This design comes from an exercise in tuning for small area and a short achievable clock period on the open sky130 flow, not from production work. Function was checked by simulation only, so behaviour that the tests miss may differ from the original.

==> try-indigo <==
Design mac_acc_sigmoid, start of the top module:
module mac_acc_sigmoid(
  input clk2,
  input rst2,
  input [127:0] pixelsIn,
  input [127:0] weightsIn,
  input [7:0] b,
  output [7:0] dout);
  reg [1:0] ph;        
  reg f;               
  reg [7:0] dreg;      
  wire ph0 = (ph == 2'd0);
  wire [21:0] sum;     
  always @(posedge clk2) begin
    ph <= rst2 ? 2'd0 : ph + 2'd1;
    f <= (ph == 2'd3);
  end
  reg acc0_0;
  reg acc1_0;
  reg acc2_0;
  reg acc0_1;
  reg acc1_1;
  reg acc2_1;
  reg acc0_2;
  reg acc1_2;
  reg acc2_2;
  reg acc0_3;
  reg acc1_3;
  reg acc2_3;
  reg acc0_4;
  reg acc1_4;
  reg acc2_4;
  reg acc0_5;
  reg acc1_5;
  reg acc2_5;
  reg acc0_6;
  reg acc1_6;
  reg acc2_6;
  reg acc0_7;
  reg acc1_7;
  reg acc2_7;
  reg acc0_8;
  reg acc1_8;
  reg acc2_8;
  reg acc0_9;
  reg acc1_9;
  reg acc2_9;
  reg acc0_10;
  reg acc1_10;
  reg acc2_10;
  reg acc0_11;
  reg acc1_11;
  reg acc2_11;
  reg acc0_12;
  reg acc1_12;
  reg acc2_12;
  reg acc0_13;
  reg acc1_13;
  reg acc2_13;
  reg acc0_14;
  reg acc1_14;
  reg acc2_14;
  reg acc0_15;
  reg acc1_15;
  reg acc2_15;
  ...
==> flow/config.mk <==
export PLATFORM = sky130hd
export DESIGN_NAME = mac_acc_sigmoid
export DESIGN_NICKNAME = mac_acc_sigmoid
export VERILOG_FILES = /design/flow/design.v
export SDC_FILE = /design/flow/constraint.sdc
export NUM_CORES = 4
export LEC_CHECK = 0
export ABC_AREA = 1
export CAP_MARGIN = 20
export CORE_MARGIN = 2
export CORE_UTILIZATION = 40
export SETUP_SLACK_MARGIN = 4.3
export SLEW_MARGIN = 20
export SYNTH_HIERARCHICAL = 1
==> flow/constraint.sdc <==
create_clock -name core_clock -period 11.5 [get_ports {clk2}]
set_input_delay 2.3000 -clock core_clock [delete_from_list [all_inputs] [get_ports {clk2}]]
set_output_delay 2.3000 -clock core_clock [all_outputs]
set_load 0.01 [all_outputs]
run.sh (not shown) runs the stock make flow with config.mk's settings and CLKGATE_MAP_FILE= SYNTH_SCRIPT=/design/flow/synth_recipe.tcl, a recipe that flattens the netlist after the stock synthesis.
==> inputs of try-pepper, as changes to try-indigo <==
--- a/flow/design.v
+++ b/flow/design.v
@@ -697,15 +697,20 @@
     assign dataext = {2'b00, lutdata};
     dataConv u3 (dataext, sign, datasigned);
     saturationLogic u4 (datasigned, sign, ovf, data);
 endmodule
 `timescale 1ns / 1ps
-module act10(s, dout);
+module act10m(s, f, q, dout);
   input [21:0] s;
   wire [21:0] s;
+  input f;
+  wire f;
+  input [7:0] q;
+  wire [7:0] q;
   output [7:0] dout;
   wire [7:0] dout;
+  wire [7:0] fo;
   wire _000_;
   wire _001_;
   wire _002_;
   wire _003_;
   wire _004_;
@@ -1144,11 +1149,11 @@
   assign _011_ = 4'h8 >> { _010_, _009_ };
   assign _012_ = 4'h1 >> { s[15], s[21] };
   assign _013_ = 4'h1 >> { s[17], s[14] };
   assign _014_ = 4'h8 >> { _013_, _012_ };
   assign _015_ = 4'h8 >> { _014_, _011_ };
-  assign dout[6] = 4'h1 >> { _015_, _008_ };
+  assign fo[6] = 4'h1 >> { _015_, _008_ };
   assign _016_ = 4'h1 >> { _304_, _290_ };
   assign _017_ = 4'h2 >> { _016_, _293_ };
   assign _018_ = 4'h2 >> s[13:12];
   assign _019_ = 4'h4 >> { _018_, _017_ };
   assign _020_ = 4'h1 >> { _019_, s[13] };
@@ -1165,11 +1170,11 @@
   assign _031_ = 4'h4 >> { _030_, _028_ };
   assign _032_ = 4'h2 >> { _031_, _022_ };
   assign _033_ = 4'h2 >> { _032_, s[13] };
   assign _034_ = 4'h8 >> { _033_, _007_ };
   assign _035_ = 4'h4 >> { _034_, _327_ };
-  assign dout[5] = 4'he >> { _035_, _021_ };
+  assign fo[5] = 4'he >> { _035_, _021_ };
   assign _036_ = 4'h1 >> { _166_, s[10] };
   assign _037_ = 4'h2 >> { _036_, s[11] };
   assign _038_ = 4'h4 >> { _037_, _029_ };
   assign _039_ = 4'h4 >> { _038_, _319_ };
   assign _040_ = 4'h1 >> { _039_, s[13] };
@@ -1215,11 +1220,11 @@
   assign _080_ = 4'h1 >> { _019_, _344_ };
   assign _081_ = 4'h8 >> { _342_, s[11] };
   assign _082_ = 4'h1 >> { _081_, _080_ };
   assign _083_ = 4'h1 >> { _015_, _007_ };
   assign _084_ = 4'h1 >> { _083_, _082_ };
-  assign dout[4] = 4'h4 >> { _084_, _079_ };
+  assign fo[4] = 4'h4 >> { _084_, _079_ };
   assign _085_ = 4'h2 >> { _060_, _007_ };
   assign _086_ = 4'h4 >> { s[10], s[12] };
   assign _087_ = 4'h4 >> { _086_, _292_ };
   assign _088_ = 4'h4 >> { s[7], s[11] };
   assign _089_ = 4'h8 >> { _088_, _176_ };
@@ -1230,12 +1235,12 @@
   assign _094_ = 4'h4 >> { _038_, _298_ };
   assign _095_ = 4'h2 >> { _094_, _022_ };
   assign _096_ = 4'h4 >> { _095_, _093_ };
   assign _097_ = 4'h2 >> { _096_, _015_ };
   assign _098_ = 4'h4 >> { _097_, _092_ };
-  assign dout[3] = 4'he >> { _098_, _085_ };
-  assign _099_ = 4'h8 >> { dout[3], _022_ };
+  assign fo[3] = 4'he >> { _098_, _085_ };
+  assign _099_ = 4'h8 >> { fo[3], _022_ };
   assign _100_ = 4'h2 >> { _099_, _015_ };
   assign _101_ = 4'h2 >> { _338_, s[9] };
   assign _102_ = 4'h2 >> { _101_, _346_ };
   assign _103_ = 4'h8 >> { _220_, s[9] };
   assign _104_ = 4'h2 >> { _103_, _068_ };
@@ -1254,11 +1259,11 @@
   assign _117_ = 4'h4 >> { _116_, _115_ };
   assign _118_ = 4'h2 >> { _117_, s[13] };
   assign _119_ = 4'h4 >> { _118_, _114_ };
   assign _120_ = 4'h2 >> { _119_, _007_ };
   assign _121_ = 4'h4 >> { _120_, _074_ };
-  assign dout[2] = 4'he >> { _121_, _111_ };
+  assign fo[2] = 4'he >> { _121_, _111_ };
   assign _122_ = 4'h4 >> { _069_, _017_ };
   assign _123_ = 4'h8 >> { _304_, s[11] };
   assign _124_ = 4'h1 >> { _308_, _298_ };
   assign _125_ = 4'h1 >> { _124_, _041_ };
   assign _126_ = 4'h1 >> { _125_, _292_ };
@@ -1307,11 +1312,11 @@
   assign _171_ = 4'h2 >> { _170_, _040_ };
   assign _172_ = 4'h4 >> { _171_, _162_ };
   assign _173_ = 4'h1 >> { _172_, _324_ };
   assign _174_ = 4'h4 >> { _173_, _158_ };
   assign _175_ = 4'h2 >> { _174_, _007_ };
-  assign dout[1] = 4'he >> { _175_, _148_ };
+  assign fo[1] = 4'he >> { _175_, _148_ };
   assign _177_ = 4'h8 >> { _242_, s[8] };
   assign _178_ = 4'h1 >> { _177_, _029_ };
   assign _179_ = 4'h8 >> { _067_, _297_ };
   assign _180_ = 4'h1 >> { _179_, _178_ };
   assign _181_ = 4'h2 >> { _180_, _132_ };
@@ -1409,15 +1414,16 @@
   assign _282_ = 4'h4 >> { _281_, _280_ };
   assign _283_ = 4'h1 >> { _282_, _276_ };
   assign _284_ = 4'h4 >> { _283_, _256_ };
   assign _285_ = 4'h4 >> { _284_, _248_ };
   assign _287_ = 4'h2 >> { _285_, _015_ };
-  assign dout[0] = 4'he >> { _287_, _243_ };
-  assign dout[7] = 4'h2 >> { _008_, s[21] };
+  assign fo[0] = 4'he >> { _287_, _243_ };
+  assign fo[7] = 4'h2 >> { _008_, s[21] };
   assign r[7] = r[6];
   assign sign = s[21];
   assign y = s[21:5];
+  assign dout = f ? fo : q;
 endmodule
 `timescale 1ns / 1ps
 module mac_acc_sigmoid(
   input clk2,
   input rst2,
@@ -4651,15 +4657,13 @@
   wire os20, oc20;
   fa3 u_os20(.a(acc0_20), .b(acc1_20), .c(acc2_20), .s(os20), .co(oc20));
   wire os21, oc21;
   fa3 u_os21(.a(acc0_21), .b(acc1_21), .c(acc2_21), .s(os21), .co(oc21));
   assign sum = {~os21, ~os20, ~os19, ~os18, ~os17, ~os16, ~os15, ~os14, ~os13, ~os12, ~os11, ~os10, ~os9, ~os8, ~os7, ~os6, ~os5, ~os4, ~os3, ~os2, ~os1, ~os0} + {~oc20, ~oc19, ~oc18, ~oc17, ~oc16, ~oc15, ~oc14, ~oc13, ~oc12, ~oc11, ~oc10, ~oc9, ~oc8, ~oc7, ~oc6, ~oc5, ~oc4, ~oc3, ~oc2, ~oc1, ~oc0, ~1'b1};
-  wire [7:0] fout;
-  act10 sig(sum, fout);
+  act10m sig(.s(sum), .f(f), .q(dreg), .dout(dout));
   always @(posedge clk2)
-    if (f) dreg <= fout;
-  assign dout = f ? fout : dreg;
+    dreg <= dout;       
 endmodule
 module fa3(input a, input b, input c, output s, output co);
   assign s = a ^ b ^ c;
   assign co = (a & b) | (a & c) | (b & c);
 endmodule
- GPL_ROUTABILITY_DRIVEN: default -> 0
==> inputs of try-sierra, as changes to try-indigo <==
--- a/flow/design.v
+++ b/flow/design.v
@@ -697,15 +697,20 @@
     assign dataext = {2'b00, lutdata};
     dataConv u3 (dataext, sign, datasigned);
     saturationLogic u4 (datasigned, sign, ovf, data);
 endmodule
 `timescale 1ns / 1ps
-module act10(s, dout);
+module act10m(s, f, q, dout);
   input [21:0] s;
   wire [21:0] s;
+  input f;
+  wire f;
+  input [7:0] q;
+  wire [7:0] q;
   output [7:0] dout;
   wire [7:0] dout;
+  wire [7:0] fo;
   wire _000_;
   wire _001_;
   wire _002_;
   wire _003_;
   wire _004_;
@@ -1144,11 +1149,11 @@
   assign _011_ = 4'h8 >> { _010_, _009_ };
   assign _012_ = 4'h1 >> { s[15], s[21] };
   assign _013_ = 4'h1 >> { s[17], s[14] };
   assign _014_ = 4'h8 >> { _013_, _012_ };
   assign _015_ = 4'h8 >> { _014_, _011_ };
-  assign dout[6] = 4'h1 >> { _015_, _008_ };
+  assign fo[6] = 4'h1 >> { _015_, _008_ };
   assign _016_ = 4'h1 >> { _304_, _290_ };
   assign _017_ = 4'h2 >> { _016_, _293_ };
   assign _018_ = 4'h2 >> s[13:12];
   assign _019_ = 4'h4 >> { _018_, _017_ };
   assign _020_ = 4'h1 >> { _019_, s[13] };
@@ -1165,11 +1170,11 @@
   assign _031_ = 4'h4 >> { _030_, _028_ };
   assign _032_ = 4'h2 >> { _031_, _022_ };
   assign _033_ = 4'h2 >> { _032_, s[13] };
   assign _034_ = 4'h8 >> { _033_, _007_ };
   assign _035_ = 4'h4 >> { _034_, _327_ };
-  assign dout[5] = 4'he >> { _035_, _021_ };
+  assign fo[5] = 4'he >> { _035_, _021_ };
   assign _036_ = 4'h1 >> { _166_, s[10] };
   assign _037_ = 4'h2 >> { _036_, s[11] };
   assign _038_ = 4'h4 >> { _037_, _029_ };
   assign _039_ = 4'h4 >> { _038_, _319_ };
   assign _040_ = 4'h1 >> { _039_, s[13] };
@@ -1215,11 +1220,11 @@
   assign _080_ = 4'h1 >> { _019_, _344_ };
   assign _081_ = 4'h8 >> { _342_, s[11] };
   assign _082_ = 4'h1 >> { _081_, _080_ };
   assign _083_ = 4'h1 >> { _015_, _007_ };
   assign _084_ = 4'h1 >> { _083_, _082_ };
-  assign dout[4] = 4'h4 >> { _084_, _079_ };
+  assign fo[4] = 4'h4 >> { _084_, _079_ };
   assign _085_ = 4'h2 >> { _060_, _007_ };
   assign _086_ = 4'h4 >> { s[10], s[12] };
   assign _087_ = 4'h4 >> { _086_, _292_ };
   assign _088_ = 4'h4 >> { s[7], s[11] };
   assign _089_ = 4'h8 >> { _088_, _176_ };
@@ -1230,12 +1235,12 @@
   assign _094_ = 4'h4 >> { _038_, _298_ };
   assign _095_ = 4'h2 >> { _094_, _022_ };
   assign _096_ = 4'h4 >> { _095_, _093_ };
   assign _097_ = 4'h2 >> { _096_, _015_ };
   assign _098_ = 4'h4 >> { _097_, _092_ };
-  assign dout[3] = 4'he >> { _098_, _085_ };
-  assign _099_ = 4'h8 >> { dout[3], _022_ };
+  assign fo[3] = 4'he >> { _098_, _085_ };
+  assign _099_ = 4'h8 >> { fo[3], _022_ };
   assign _100_ = 4'h2 >> { _099_, _015_ };
   assign _101_ = 4'h2 >> { _338_, s[9] };
   assign _102_ = 4'h2 >> { _101_, _346_ };
   assign _103_ = 4'h8 >> { _220_, s[9] };
   assign _104_ = 4'h2 >> { _103_, _068_ };
@@ -1254,11 +1259,11 @@
   assign _117_ = 4'h4 >> { _116_, _115_ };
   assign _118_ = 4'h2 >> { _117_, s[13] };
   assign _119_ = 4'h4 >> { _118_, _114_ };
   assign _120_ = 4'h2 >> { _119_, _007_ };
   assign _121_ = 4'h4 >> { _120_, _074_ };
-  assign dout[2] = 4'he >> { _121_, _111_ };
+  assign fo[2] = 4'he >> { _121_, _111_ };
   assign _122_ = 4'h4 >> { _069_, _017_ };
   assign _123_ = 4'h8 >> { _304_, s[11] };
   assign _124_ = 4'h1 >> { _308_, _298_ };
   assign _125_ = 4'h1 >> { _124_, _041_ };
   assign _126_ = 4'h1 >> { _125_, _292_ };
@@ -1307,11 +1312,11 @@
   assign _171_ = 4'h2 >> { _170_, _040_ };
   assign _172_ = 4'h4 >> { _171_, _162_ };
   assign _173_ = 4'h1 >> { _172_, _324_ };
   assign _174_ = 4'h4 >> { _173_, _158_ };
   assign _175_ = 4'h2 >> { _174_, _007_ };
-  assign dout[1] = 4'he >> { _175_, _148_ };
+  assign fo[1] = 4'he >> { _175_, _148_ };
   assign _177_ = 4'h8 >> { _242_, s[8] };
   assign _178_ = 4'h1 >> { _177_, _029_ };
   assign _179_ = 4'h8 >> { _067_, _297_ };
   assign _180_ = 4'h1 >> { _179_, _178_ };
   assign _181_ = 4'h2 >> { _180_, _132_ };
@@ -1409,15 +1414,16 @@
   assign _282_ = 4'h4 >> { _281_, _280_ };
   assign _283_ = 4'h1 >> { _282_, _276_ };
   assign _284_ = 4'h4 >> { _283_, _256_ };
   assign _285_ = 4'h4 >> { _284_, _248_ };
   assign _287_ = 4'h2 >> { _285_, _015_ };
-  assign dout[0] = 4'he >> { _287_, _243_ };
-  assign dout[7] = 4'h2 >> { _008_, s[21] };
+  assign fo[0] = 4'he >> { _287_, _243_ };
+  assign fo[7] = 4'h2 >> { _008_, s[21] };
   assign r[7] = r[6];
   assign sign = s[21];
   assign y = s[21:5];
+  assign dout = f ? fo : q;
 endmodule
 `timescale 1ns / 1ps
 module mac_acc_sigmoid(
   input clk2,
   input rst2,
@@ -4651,15 +4657,13 @@
   wire os20, oc20;
   fa3 u_os20(.a(acc0_20), .b(acc1_20), .c(acc2_20), .s(os20), .co(oc20));
   wire os21, oc21;
   fa3 u_os21(.a(acc0_21), .b(acc1_21), .c(acc2_21), .s(os21), .co(oc21));
   assign sum = {~os21, ~os20, ~os19, ~os18, ~os17, ~os16, ~os15, ~os14, ~os13, ~os12, ~os11, ~os10, ~os9, ~os8, ~os7, ~os6, ~os5, ~os4, ~os3, ~os2, ~os1, ~os0} + {~oc20, ~oc19, ~oc18, ~oc17, ~oc16, ~oc15, ~oc14, ~oc13, ~oc12, ~oc11, ~oc10, ~oc9, ~oc8, ~oc7, ~oc6, ~oc5, ~oc4, ~oc3, ~oc2, ~oc1, ~oc0, ~1'b1};
-  wire [7:0] fout;
-  act10 sig(sum, fout);
+  act10m sig(.s(sum), .f(f), .q(dreg), .dout(dout));
   always @(posedge clk2)
-    if (f) dreg <= fout;
-  assign dout = f ? fout : dreg;
+    dreg <= dout;       
 endmodule
 module fa3(input a, input b, input c, output s, output co);
   assign s = a ^ b ^ c;
   assign co = (a & b) | (a & c) | (b & c);
 endmodule
- GPL_ROUTABILITY_DRIVEN: default -> 0
- SETUP_SLACK_MARGIN: 4.3 -> 4.45
==> run summary <==
item	try-pepper	try-indigo	try-sierra
Depth of the worst register-to-register path	22	22	23
Post-cts sizing count	751	801	959
Routed wire length	129,900 µm	137,300 µm	130,400 µm
First drt pass iteration count	6	5	6
Run status	timing/DRC/antenna clean	timing/DRC/antenna clean	timing/DRC/antenna clean
Worst setup path start	weightsIn[106]	weightsIn[51]	weightsIn[85]
Worst setup path endpoint	acc2_10	acc2_11	acc2_10
Post CTS Setup Buffer Count	4	18	7
Launching point of the worst reg2reg path	acc0_1	acc0_1	acc1_1
Min Tclk post-route	7.232 ns	7.183 ns	7.053 ns
Final cycle utilization of the critical path	0.6289	0.6246	0.6133
Final standard cell utilization of the core	0.4467	0.4536	0.4535
Logic depth of the worst setup path including buffers	11	12	12
Synthesized area divided by synthesized cell count	9.368 µm²	9.415 µm²	9.368 µm²
Vias in the first global route	26,541	26,757	26,664
Worst max-slew margin expressed relative to the limit	0.4412	0.4636	0.4724
Hpwl dp	114,600 µm	119,100 µm	114,600 µm

## port drivers added, routing unchanged
The flow's constraints put no driver on any port. The routed layouts listed below were extracted and timed again, unchanged, in two steps.
Step 1: set_driving_cell puts a clkbuf_16 on clk2 and a buf_2 on each other input, an assumption about the parent block.
Step 2, shift: input delay + t, output delay - t, t = (earliest + latest rising clock arrival at the registers) / 2. This alone moves slack from input paths to output paths.
Three values: ideal ports, drivers, drivers and shift; two values: the first two.
run | t, ns | slack for setup (ns) | worst setup path at the end | slew at the worst register clock pin (ns) | worst slew at a driven data input, ns
try-indigo | 0.440 | 4.317 / 4.296 / 3.856 | input to register | 0.08 / 0.08 | 0.10
try-pepper | 0.434 | 4.268 / 4.295 / 3.860 | input to register | 0.07 / 0.07 | 0.10
try-sierra | 0.446 | 4.447 / 4.417 / 3.971 | input to register | 0.08 / 0.08 | 0.10
After both steps setup and hold are still met in every run listed. The setup slack of try-sierra, which loses most, moves by -0.030 ns with the drivers and by -0.476 ns with both steps.
